Background: an optimization exercise with open tools, aiming at small area, a short achievable clock period and few clock cycles per item. Do not read the settings as production practice.
The RTL was checked by simulation tests, not by an equivalence proof against the original design.
Power and IR drop assume default switching activity.

`flow/constraint.sdc`:
```
create_clock -name core_clock -period 10.0 [get_ports {clk}]
set_input_delay 2.0000 -clock core_clock [delete_from_list [all_inputs] [get_ports {clk}]]
set_output_delay 2.0000 -clock core_clock [all_outputs]
set_load 0.01 [all_outputs]
```
`flow/config.mk`:
```
export PLATFORM = sky130hd
export DESIGN_NAME = Main_DP
export DESIGN_NICKNAME = Main_DP
export VERILOG_FILES = /design/flow/design.v
export SDC_FILE = /design/flow/constraint.sdc
export NUM_CORES = 8
export LEC_CHECK = 0
export CAP_MARGIN = 20
export CORE_MARGIN = 2
export CORE_UTILIZATION = 40
export SLEW_MARGIN = 20
```
`flow/design.v`:
```
module mac8(input [7:0] a, input [7:0] b, input [7:0] s, input [2:0] cx, output [7:0] ns, output [2:0] ncx);
wire w1;
wire w2;
wire w3;
wire w4;
wire w5;
wire w6;
wire w7;
wire w8;
wire w9;
wire w10;
wire w11;
wire w12;
wire w13;
wire w14;
wire w15;
wire w16;
wire w17;
wire w18;
wire w19;
wire w20;
wire w21;
wire w22;
wire w23;
wire w24;
wire w25;
wire w26;
wire w27;
wire w28;
wire w29;
wire w30;
wire w31;
wire w32;
wire w33;
wire w34;
wire w35;
wire w36;
wire w37;
wire w38;
wire w39;
wire w40;
wire w41;
wire w42;
wire w43;
wire w44;
wire w45;
wire w46;
wire w47;
wire w48;
wire w49;
wire w50;
wire w51;
wire w52;
wire w53;
wire w54;
wire w55;
wire w56;
wire w57;
wire w58;
wire w59;
wire w60;
wire w61;
wire w62;
wire w63;
wire w64;
assign w1 = s[0] ^ (a[0] & b[0]);
assign w2 = s[0] & (a[0] & b[0]);
assign w3 = s[1] ^ (a[0] & b[1]) ^ (a[1] & b[0]);
assign w4 = (s[1] & (a[0] & b[1])) | (s[1] & (a[1] & b[0])) | ((a[0] & b[1]) & (a[1] & b[0]));
assign w5 = w2 ^ w3;
assign w6 = w2 & w3;
assign w7 = s[2] ^ (a[0] & b[2]) ^ (a[1] & b[1]);
assign w8 = (s[2] & (a[0] & b[2])) | (s[2] & (a[1] & b[1])) | ((a[0] & b[2]) & (a[1] & b[1]));
assign w9 = (a[2] & b[0]) ^ w4 ^ w7;
assign w10 = ((a[2] & b[0]) & w4) | ((a[2] & b[0]) & w7) | (w4 & w7);
assign w11 = w6 ^ w9;
assign w12 = w6 & w9;
assign w13 = s[3] ^ (a[0] & b[3]) ^ (a[1] & b[2]);
assign w14 = (s[3] & (a[0] & b[3])) | (s[3] & (a[1] & b[2])) | ((a[0] & b[3]) & (a[1] & b[2]));
assign w15 = (a[2] & b[1]) ^ (a[3] & b[0]) ^ w8;
assign w16 = ((a[2] & b[1]) & (a[3] & b[0])) | ((a[2] & b[1]) & w8) | ((a[3] & b[0]) & w8);
assign w17 = w13 ^ w10 ^ w15;
assign w18 = (w13 & w10) | (w13 & w15) | (w10 & w15);
assign w19 = w12 ^ w17;
assign w20 = w12 & w17;
assign w21 = s[4] ^ (a[0] & b[4]) ^ (a[1] & b[3]);
assign w22 = (s[4] & (a[0] & b[4])) | (s[4] & (a[1] & b[3])) | ((a[0] & b[4]) & (a[1] & b[3]));
assign w23 = (a[2] & b[2]) ^ (a[3] & b[1]) ^ (a[4] & b[0]);
assign w24 = ((a[2] & b[2]) & (a[3] & b[1])) | ((a[2] & b[2]) & (a[4] & b[0])) | ((a[3] & b[1]) & (a[4] & b[0]));
assign w25 = w14 ^ w21 ^ w23;
assign w26 = (w14 & w21) | (w14 & w23) | (w21 & w23);
assign w27 = w16 ^ w25 ^ w18;
assign w28 = (w16 & w25) | (w16 & w18) | (w25 & w18);
assign w29 = w20 ^ w27;
assign w30 = w20 & w27;
assign w31 = s[5] ^ cx[0] ^ (a[0] & b[5]);
assign w32 = (s[5] & cx[0]) | (s[5] & (a[0] & b[5])) | (cx[0] & (a[0] & b[5]));
assign w33 = (a[1] & b[4]) ^ (a[2] & b[3]) ^ (a[3] & b[2]);
assign w34 = ((a[1] & b[4]) & (a[2] & b[3])) | ((a[1] & b[4]) & (a[3] & b[2])) | ((a[2] & b[3]) & (a[3] & b[2]));
assign w35 = (a[4] & b[1]) ^ (a[5] & b[0]) ^ w22;
assign w36 = ((a[4] & b[1]) & (a[5] & b[0])) | ((a[4] & b[1]) & w22) | ((a[5] & b[0]) & w22);
assign w37 = w24 ^ w31 ^ w33;
assign w38 = (w24 & w31) | (w24 & w33) | (w31 & w33);
assign w39 = w26 ^ w35 ^ w37;
assign w40 = (w26 & w35) | (w26 & w37) | (w35 & w37);
assign w41 = w39 ^ w28;
assign w42 = w39 & w28;
assign w43 = s[6] ^ cx[1] ^ (a[0] & b[6]);
assign w44 = (s[6] & cx[1]) | (s[6] & (a[0] & b[6])) | (cx[1] & (a[0] & b[6]));
assign w45 = (a[1] & b[5]) ^ (a[2] & b[4]) ^ (a[3] & b[3]);
assign w46 = ((a[1] & b[5]) & (a[2] & b[4])) | ((a[1] & b[5]) & (a[3] & b[3])) | ((a[2] & b[4]) & (a[3] & b[3]));
assign w47 = (a[4] & b[2]) ^ (a[5] & b[1]) ^ (a[6] & b[0]);
assign w48 = ((a[4] & b[2]) & (a[5] & b[1])) | ((a[4] & b[2]) & (a[6] & b[0])) | ((a[5] & b[1]) & (a[6] & b[0]));
assign w49 = w32 ^ w34 ^ w43;
assign w50 = (w32 & w34) | (w32 & w43) | (w34 & w43);
assign w51 = w45 ^ w47 ^ w36;
assign w52 = (w45 & w47) | (w45 & w36) | (w47 & w36);
assign w53 = w38 ^ w49 ^ w51;
assign w54 = (w38 & w49) | (w38 & w51) | (w49 & w51);
assign w55 = w40 ^ w53;
assign w56 = w40 & w53;
assign w57 = s[7] ^ cx[2] ^ (a[0] & b[7]);
assign w58 = (a[1] & b[6]) ^ (a[2] & b[5]) ^ (a[3] & b[4]);
assign w59 = (a[4] & b[3]) ^ (a[5] & b[2]) ^ (a[6] & b[1]);
assign w60 = (a[7] & b[0]) ^ w57 ^ w58;
assign w61 = w59 ^ w44 ^ w46;
assign w62 = w48 ^ w60 ^ w61;
assign w63 = w50 ^ w62 ^ w52;
assign w64 = w63 ^ w54;
assign ns = {w56, w42, w30, w29, w19, w11, w5, w1};
assign ncx = {w64, w55, w41};
endmodule
module Main_DP (
	input clk, rst,
	input en,
	output [31:0] Data_o,
	output [27:0] Addr_GBF_in,
	output [27:0] Addr_GBF_w,
	output [23:0] Addr_GBF_o,
	input [31:0] Data_in,
	input [31:0] Data_w,
	output [3:0] we_o,
	output done
	);
	reg [3:0] k;
	reg [2:0] T;
	reg done_r;
	wire last = (T == 3'd4) && (k == 4'd6);
	wire adv = en && !last;
	wire [3:0] kn = !adv ? k : (k == 4'd11) ? 4'd0 : k + 4'd1;
	wire [2:0] Tn = !adv ? T : (k == 4'd11) ? T + 3'd1 : T;
	reg [6:0] addr_a [0:3];
	reg [4:0] addr_bh [0:3];
	reg [3:0] first;
	reg [3:0] sel;
	reg we_r;
	reg [1:0] wcol;
	reg [1:0] wtile;
	integer p;
	always @(posedge clk or posedge rst) begin
		if (rst) begin
			k <= 4'd0;
			T <= 3'd0;
			done_r <= 1'b0;
			for (p = 0; p < 4; p = p + 1) begin
				addr_a[p] <= 7'd12 * p;
				addr_bh[p] <= 5'd0;
			end
			first <= 4'd0;
			sel <= 4'd0;
			we_r <= 1'b0;
			wcol <= 2'd0;
			wtile <= 2'd0;
		end else begin
			k <= kn;
			T <= Tn;
			done_r <= (Tn == 3'd4) && (kn == 4'd6);
			for (p = 0; p < 4; p = p + 1)
				addr_a[p] <= {Tn[1], 2'b00} * 7'd12 + 7'd12 * p + kn;
			addr_bh[0] <= {kn, Tn[0]};
			for (p = 1; p < 4; p = p + 1)
				addr_bh[p] <= addr_bh[p-1];
			for (p = 0; p < 4; p = p + 1) begin
				first[p] <= (kn == p + 1);
				sel[p] <= (kn == p + 1);
			end
			we_r <= (T != 3'd0) && (k >= 4'd1) && (k <= 4'd4);
			wcol <= k[1:0] - 2'd1;
			wtile <= T[1:0] - 2'd1;
		end
	end
	reg [7:0] a_d [0:3][0:3];    
	reg [7:0] b_r [0:3];
	reg [7:0] acc_s [0:3][0:3];  
	reg [2:0] acc_c [0:3][0:3];  
	wire [7:0] nxt_s [0:3][0:3];
	wire [2:0] nxt_c [0:3][0:3];
	reg [7:0] dout [0:3];
	genvar gi, gj;
	generate
		for (gi = 0; gi < 4; gi = gi + 1) begin : row
			for (gj = 0; gj < 4; gj = gj + 1) begin : col
				mac8 u (
					.a(a_d[gj][gi]),
					.b(b_r[gj]),
					.s(first[gj] ? 8'd0 : acc_s[gi][gj]),
					.cx(first[gj] ? 3'd0 : acc_c[gi][gj]),
					.ns(nxt_s[gi][gj]),
					.ncx(nxt_c[gi][gj])
				);
			end
		end
	endgenerate
	integer i, j;
	reg [7:0] ms;
	reg [2:0] mc;
	always @(posedge clk) begin
		for (i = 0; i < 4; i = i + 1) begin
			a_d[0][i] <= Data_in[8*i +: 8];
			b_r[i] <= Data_w[8*i +: 8];
		end
		for (j = 1; j < 4; j = j + 1)
			for (i = 0; i < 4; i = i + 1)
				a_d[j][i] <= a_d[j-1][i];
		for (i = 0; i < 4; i = i + 1)
			for (j = 0; j < 4; j = j + 1) begin
				acc_s[i][j] <= nxt_s[i][j];
				acc_c[i][j] <= nxt_c[i][j];
			end
		for (i = 0; i < 4; i = i + 1) begin
			ms = 8'd0;
			mc = 3'd0;
			for (j = 0; j < 4; j = j + 1) begin
				ms = ms | ({8{sel[j]}} & acc_s[i][j]);
				mc = mc | ({3{sel[j]}} & acc_c[i][j]);
			end
			dout[i] <= {ms[7:5] + mc, ms[4:0]};
		end
	end
	genvar g;
	generate
		for (g = 0; g < 4; g = g + 1) begin : ports
			assign Addr_GBF_in[7*g +: 7] = addr_a[g];
			assign Addr_GBF_w[7*g +: 7] = {addr_bh[g], g[1:0]};
			assign Addr_GBF_o[6*g +: 6] = {wtile[1], g[1:0], wtile[0], wcol};
			assign Data_o[8*g +: 8] = dout[g];
			assign we_o[g] = we_r;
		end
	endgenerate
	assign done = done_r;
endmodule
```
`flow/run.sh`:
```
#!/bin/bash
# synth_recipe.tcl (not shown) runs the flow's synth.tcl, then flattens the netlist and writes it again
# the make line also repeats each setting of config.mk as NAME=value (left out here)
make -C /OpenROAD-flow-scripts/flow DESIGN_CONFIG=/design/flow/config.mk WORK_HOME=/design/flow/orfs CLKGATE_MAP_FILE= SYNTH_SCRIPT=/design/flow/synth_recipe.tcl finish
```
==> run_results.csv, run 1 <==
group,metric,value,unit
critical_path,rr_startpoint,"first[3]",
grt,overflow,0,
cells_and_area,fillers,5910,
run_status,outcome,"no timing/DRC/antenna violations",
critical_path,r2r_end,"acc_c[7][2]",
clocking,post_cts_buffers,0,
grt,grt_max_degree,85,
timing,rsz0062_at_grt,"false",
critical_path,rrSetupSlack,6220,ps
hold_path,min_from,"a_d[11][7]",
yosys,syn_area,0.0255,sq mm
yosys,yosysUniqueCellTypes,39,
timing,tightest_slew,1060,ps
power,p_leak,12.8,nW
timing,finalSetupTns,0,ps
yosys,synth_edf_count,0,
critical_path,crit_buf_inv,1,
yosys,syn-mean-instance-area,10.5,sq um
power,ir_drop,0.145,mV
grt,grt_pass1_vias,17700,
critical_path,critPathKind,"register to output pin",
detailed_routing,drc,0,
yosys,synth_cells,2423,
placement,placed_area,0.0277,sq mm
cells_and_area,final_common_cell,"nand2_1",
clocking,h-tree-depth,2,
timing,setup_violations,0,
placement,dp_hpwl,45700,microns
yosys,yosysSeqAreaShare,33.1,%
clocking,cts_tree,"done",
critical_path,cpMaxStageDelayCell,"clkdlybuf4s50_1",
clocking,clkSinkCount,411,
detailed_routing,ant_nets,0,
detailed_routing,drt_pass1_iterations,5,
clocking,cts_buffers,49,
floorplan,rows,92,
critical_path,cp_slowest_stage_delay,630,ps
hold_path,holdPathEnd,"a_d[15][7]",
critical_path,cp.required,8000,ps
floorplan,die_x,257,microns
detailed_routing,wl_per_cell,17.5,microns
floorplan,io_pins,184,
clocking,cts_buffer_depth,3,
cells_and_area,finalNetCount,3071,
hold_path,hold_class,"register to register",
critical_path,worstPathArrival,1830,ps
placement,gp_congestion,0.826,
timing,min_period,3830,ps
critical_path,cp-start-kind,"register",
yosys,yosys_warnings,15,
hold_path,min_path_cells,0,
yosys,ys_ff_latch,411,
timing,finalCritPeriodShare,38.3,%
power,powerDensity,308,mW/mm^2
cells_and_area,layout_common_cells,"nand2_1, dfxtp_1, fa_1, inv_1, and2_1",
clocking,root_buffer,"clkbuf_16",
floorplan,fp.dieH,257,microns
timing,finalClockSkew,23.5,ps
critical_path,r2r.worst_path.cells,12,
clocking,insertion_delay,600,ps
detailed_routing,drt_iter0_drc,851,
timing,clock.fmax,261,MHz
timing,maxSlewViolCount,0,
floorplan,dieArea,0.0659,sq mm
cells_and_area,syn_to_final_growth,15.5,%
job,drv_cap,0,
grt,grt.total_usage,18.8,%
cells_and_area,final_area,0.0295,sq mm
clocking,postCtsHoldBufs,0,
clocking,post_cts_resized,0,
critical_path,crit_fanout,13,
timing,hold_viol,0,
detailed_routing,num_vias,16200,
clocking,clk_pin_slew_worst_paths,60,ps
yosys,synthFlopType,"dfxtp_1",
cells_and_area,drive_above_1_share,4.47,%
floorplan,initial_core_util,40.5,%
detailed_routing,viasPerCell,4.74,
placement,place.port_buffers,166,
yosys,synthArstFlopShare,10.5,%
floorplan,core-area,0.0631,sq mm
critical_path,path_delay_family,"buffers and inverters",
timing,slew_headroom,29.2,%
grt,antenna_found_initial,1,
detailed_routing,wl,60000,microns
critical_path,end_kind,"output pin",
grt,grt_pass1_wl,97900,microns
critical_path,cp-startpoint,"addr_bh[0][1]",
critical_path,path_cells,"clkdlybuf4s50_1",
==> logic make-up after synthesis <==
kind of cell             share of synthesized area (%)
AND/OR/NAND/NOR                                   15.4
adder cells (fa/ha/maj)                           33.0
flip-flops                                        33.1
buffers and inverters                             6.64
XOR/XNOR                                          8.67
AO/OA/AOI/OAI                                     3.08
other                                           0.0294
multiplexers                                     0.127
==> cell type report <==
cell class | instances | area (sq um) | area share, %
Antenna cell | 1 | 2.50 | 0.00848
Clock buffer | 63 | 1340 | 4.54
Inverter | 262 | 983 | 3.33
Multi-Input combinational cell | 1626 | 15500 | 52.4
Clock inverter | 29 | 419 | 1.42
Timing Repair Buffer | 184 | 1800 | 6.09
Tap cell | 846 | 1060 | 3.59
Sequential cell | 411 | 8450 | 28.7
==> power by group <==
group          internal, mW  switching (mW)  leakage, nW
clock                  1.19           0.747        0.861
sequential             2.23           0.397         3.61
combinational          2.21            2.32         8.32
total                  5.62            3.46         12.8
==> layer usage <==
metal | track usage [%] | up-vias | share of wire (%)
met3 | 2.81 | 80 | 4.8
met1 | 27.5 | 8285 | 48
met2 | 29.3 | 354 | 45
met4 | 4.67 | 0 | 2.0
met5 | 0 | - | 0
li1 | - | 7503 | -
==> worst max-delay path by stage <==
stage / endpoint / slack [ps] / depth (start not counted)
2_1_floorplan: acc_c[15][2] / 6460 / 14
3_3_place_gp: done_r / 5860 / 8
3_5_place_dp: done_r / 5850 / 8
4_1_cts: Addr_GBF_in[7] / 6130 / 1
5_1_grt: acc_c[15][2] / 5960 / 13
6_report: Addr_GBF_in[7] / 6170 / 1
==> metrics by stage <==
step                power, mW  hold WS [ps]  worst slack [ps]  cells  utilization (%)
global placement         7.02           338              5860   3329             44.0
CTS                      9.22           339              6130   3421             46.8
floorplan                5.86           331              6460   2438                -
detailed placement       7.21           346              5850   3329             44.0
global route             9.99           351              5960   3421             46.8
finish                   9.08           338              6170   3422             46.8
==> flip-flops by register name, summed over array words and instances, names as in the netlist, 4 cells and up <==
register  count
first         4
b_r          32
addr_a       13
dout         32
a_d         128
acc_s       128
acc_c        48
addr_bh      19
==> cell usage after synthesis, drive strengths merged, types with 2 or more instances <==
master | count | area [sq um]
xnor2 | 217 | 1900
conb | 2 | 7.51
o21ai | 2 | 21.3
a22oi | 56 | 420
nand3 | 3 | 20.0
and2 | 224 | 1400
dfstp | 5 | 131
nor2 | 18 | 67.6
xor2 | 36 | 315
inv | 262 | 983
a21o | 3 | 22.5
a21oi | 2 | 10.0
dfrtp | 38 | 951
nand2b | 81 | 507
fa | 340 | 6810
a22o | 16 | 140
buf | 59 | 413
a221oi | 16 | 140
dfxtp | 368 | 7370
nand2 | 383 | 1450
clkbuf | 80 | 300
mux2i | 2 | 32.5
nor3 | 3 | 15.0
nor2b | 66 | 413
nand3b | 2 | 15.0
ha | 130 | 1630
and3 | 2 | 12.5
Testbench counts, summed over its fixed seeds: cycles 6,912, jobs 128.
==> run 2: changes to the inputs <==
==> flow/flow/run.sh (new file) <==
#!/bin/bash
# Standard layout (the standard.sh: ORFS synthesis, floorplan, placement, CTS, routing),
# with the timing repair asked to leave a larger setup margin than the 10 ns clock needs, so
# that it sizes the design for a shorter achieved period. Clock, constraints and every other
# setting are the standard ones.
set -euo pipefail
bash standard.sh SETUP_SLACK_MARGIN=7.0 finish > run_standard.log 2>&1
==> flow/standard.sh (new file) <==
#!/bin/bash
# synth_recipe.tcl (not shown) runs the flow's synth.tcl, then flattens the netlist and writes it again
# the make line also repeats each setting of config.mk as NAME=value (left out here)
make -C /OpenROAD-flow-scripts/flow DESIGN_CONFIG=/design/flow/config.mk WORK_HOME=/design/flow/orfs CLKGATE_MAP_FILE= SYNTH_SCRIPT=/design/flow/synth_recipe.tcl "${@:-finish}"
removed: flow/run.sh
==> run_results.csv, run 2 <==
group,metric,value,unit
cells_and_area,final_area,0.0312,sq mm
grt,grt_pass1_vias,18300,
cells_and_area,syn_to_final_growth,22.1,%
floorplan,core-area,0.0631,sq mm
critical_path,cp-start-kind,"register",
yosys,yosysSeqAreaShare,33.1,%
critical_path,path_cells,"buf_6",
grt,use_met2,33.0,%
hold_path,min_path_cells,0,
timing,min_period,3240,ps
yosys,yosysUniqueCellTypes,39,
timing,finalSetupTns,0,ps
floorplan,io_pins,184,
clocking,cts_buffer_depth,3,
critical_path,cp_slowest_stage_delay,560,ps
timing,maxSlewViolCount,0,
critical_path,worstPathArrival,1240,ps
floorplan,initial_core_util,40.5,%
critical_path,crit_fanout,2,
clocking,clk_pin_slew_worst_paths,60,ps
critical_path,crit_buf_inv,1,
cells_and_area,finalNetCount,3135,
detailed_routing,ant_nets,0,
yosys,synth_edf_count,0,
power,totalPowerFinal,9.74,mW
placement,placed_area,0.0280,sq mm
hold_path,hold_class,"register to register",
cells_and_area,seq_area,0.00854,sq mm
cells_and_area,diodes,0,
yosys,yosysMostFrequentCell,"nand2_1",
critical_path,rrSetupSlack,6900,ps
job,drv_cap,0,
grt,antenna_found_initial,1,
yosys,syn-mean-instance-area,10.5,sq um
yosys,ys_ff_latch,411,
timing,hold_viol,0,
grt,grt_pass1_wl,105000,microns
floorplan,rows,92,
clocking,root_buffer,"clkbuf_16",
critical_path,critPathKind,"register to output pin",
placement,dp_hpwl,45400,microns
yosys,synth_cells,2423,
clocking,cts_buffers,48,
grt,grt_util_met1,28.3,%
grt,grt.total_usage,20.6,%
critical_path,cpMaxStageDelayCell,"dfstp_2",
placement,numPlacedInstances,3326,
cells_and_area,fillers,5729,
detailed_routing,drc,0,
run_status,outcome,"no timing/DRC/antenna violations",
cells_and_area,multi_input_area,0.0163,sq mm
critical_path,r2r.worst_path.cells,9,
timing,tightest_slew,546,ps
detailed_routing,wl_per_cell,19.0,microns
yosys,yosys_warnings,15,
yosys,yosys.area.top_type,"dfxtp_1",
power,ir_drop,0.148,mV
cells_and_area,drive_above_1_share,19.7,%
yosys,synthArstFlopShare,10.5,%
hold_path,min_from,"a_d[2][7]",
clocking,h-tree-depth,2,
detailed_routing,viasPerCell,4.80,
yosys,syn_area,0.0255,sq mm
clocking,insertion_delay,590,ps
grt,grt_busiest_layer,"met2",
floorplan,dieArea,0.0659,sq mm
cells_and_area,layout_common_cells,"nand2_1, dfxtp_1, inv_1, fa_1, and2_1",
detailed_routing,wl,66000,microns
yosys,synth_area_leaders,"dfxtp_1, fa_1, xnor2_1, ha_1, nand2_1",
critical_path,rr_startpoint,"first[3]",
timing,rsz0062_at_grt,"true",
grt,grt_max_degree,44,
yosys,synth_top_cells_by_count,"nand2_1, dfxtp_1, fa_1",
detailed_routing,num_vias,16700,
timing,setup_violations,0,
critical_path,r2r_end,"acc_s[7][4]",
clocking,postCtsHoldBufs,0,
placement,place.port_buffers,166,
timing,slew_headroom,63.6,%
placement,gp_congestion,0.831,
cells_and_area,fin_cells,3481,
grt,overflow,0,
detailed_routing,drt_iter0_drc,986,
critical_path,path_delay_family,"flip-flops",
detailed_routing,drt_pass1_iterations,5,
hold_path,holdPathEnd,"a_d[6][7]",
power,p_leak,13.6,nW
clocking,cts_tree,"done",
timing,clock.fmax,308,MHz
power,powerDensity,313,mW/mm^2
floorplan,fp.dieH,257,microns
critical_path,end_kind,"output pin",
clocking,clkSinkCount,411,
yosys,synthFlopType,"dfxtp_1",
floorplan,die_x,257,microns
timing,finalClockSkew,19.9,ps
grt,grt_util_met3,3.48,%
cells_and_area,reg_top3,"a_d x128, acc_s x128, acc_c x48",
timing,finalCritPeriodShare,32.4,%
critical_path,cp.required,8000,ps
yosys,synth_top_area_share,28.8,%
cells_and_area,final_common_cell,"nand2_1",
[run 2: logic make-up after synthesis]
| family | count (synthesis) | share of synthesized area, % |
|---|---|---|
| adders and majority gates | 470 | 33.0 |
| xor gates and xnor gates | 253 | 8.67 |
| other | 2 | 0.0294 |
| buffers and inverters | 401 | 6.64 |
| AOI/OAI and AO/OA | 99 | 3.08 |
| muxes | 2 | 0.127 |
| and+or+nand+nor | 785 | 15.4 |
| DFF | 411 | 33.1 |
[run 2: worst max path at each step]
stage / slack, ps / cells after the start / to / start
detailed placement: 5890 / 8 / done_r / en
global route: 6730 / 1 / Addr_GBF_in[9] / addr_a[3][2]
floorplan: 6760 / 7 / done_r / en
global placement: 5950 / 8 / done_r / en
finish: 6760 / 1 / Addr_GBF_in[23] / addr_a[3][2]
CTS: 6720 / 1 / Addr_GBF_in[23] / addr_a[3][2]
[run 2: area by class of cell]
cell class / instances / share of cell area, %
multi-input combinational: 1626 / 52.4
sequential: 411 / 27.4
timing repair buffer: 249 / 8.52
clock buffer: 66 / 4.43
tap: 846 / 3.40
inverter: 262 / 3.15
clock inverter: 21 / 0.702
[run 2: metrics by stage]
stage	worst slack, ps	utilization (%)	hold slack [ps]
floorplan	6760	-	331
global placement	5950	44.3	340
detailed placement	5890	44.3	346
CTS	6720	48.6	350
global route	6730	49.4	358
finish	6760	49.4	351
[run 2: metal layers]
metal  up-vias  wire length [microns]
met5         -                      0
met4         0                   1970
met3       108                   3750
met2       470                  31200
met1      8489                  29200
li1       7633                      -
[run 2: where the power goes]
part	internal [mW]	switching [mW]	total, mW	leakage, nW
clock	1.07	0.725	1.79	0.788
combinational	2.71	2.58	5.29	9.24
sequential	2.24	0.425	2.66	3.61
[run 2: repair_timing]
action | 4_1_cts | 5_1_grt
gates resized for setup | 617 | 107
endpoints found under the setup margin | 238 | 170
gates cloned | 13 | 0
pin swaps | 116 | 105
buffers inserted | 47 | 8

-- static timing again, ports no longer ideal --
The results above use ideal ports. As a check the final layouts listed here were re-extracted and re-timed, cells and wires unchanged. Step 1: set_driving_cell puts a clkbuf_16 on clk and a buf_2 on each other input, an assumption about the parent block. Step 2 also shifts input and output timing later by t, the mid clock arrival at the registers, as if the neighbouring blocks saw the same clock. Three values: no drivers, after step 1, after step 2; two values: the first two.
run	t, ns	setup slack, ns	hold WS [ns]	clock arrival spread, ns	pins driven straight from the clock port
run 1	0.644	6.171 / 6.113 / 5.851	0.338 / 0.338 / 0.338	0.027 / 0.028	1
run 2	0.643	6.758 / 6.698 / 6.466	0.351 / 0.351 / 0.351	0.024 / 0.025	1
After both steps setup and hold are still met in every run listed. For run 1, which loses most, drivers alone change the setup slack by -0.058 ns; drivers and shift together by -0.320 ns.
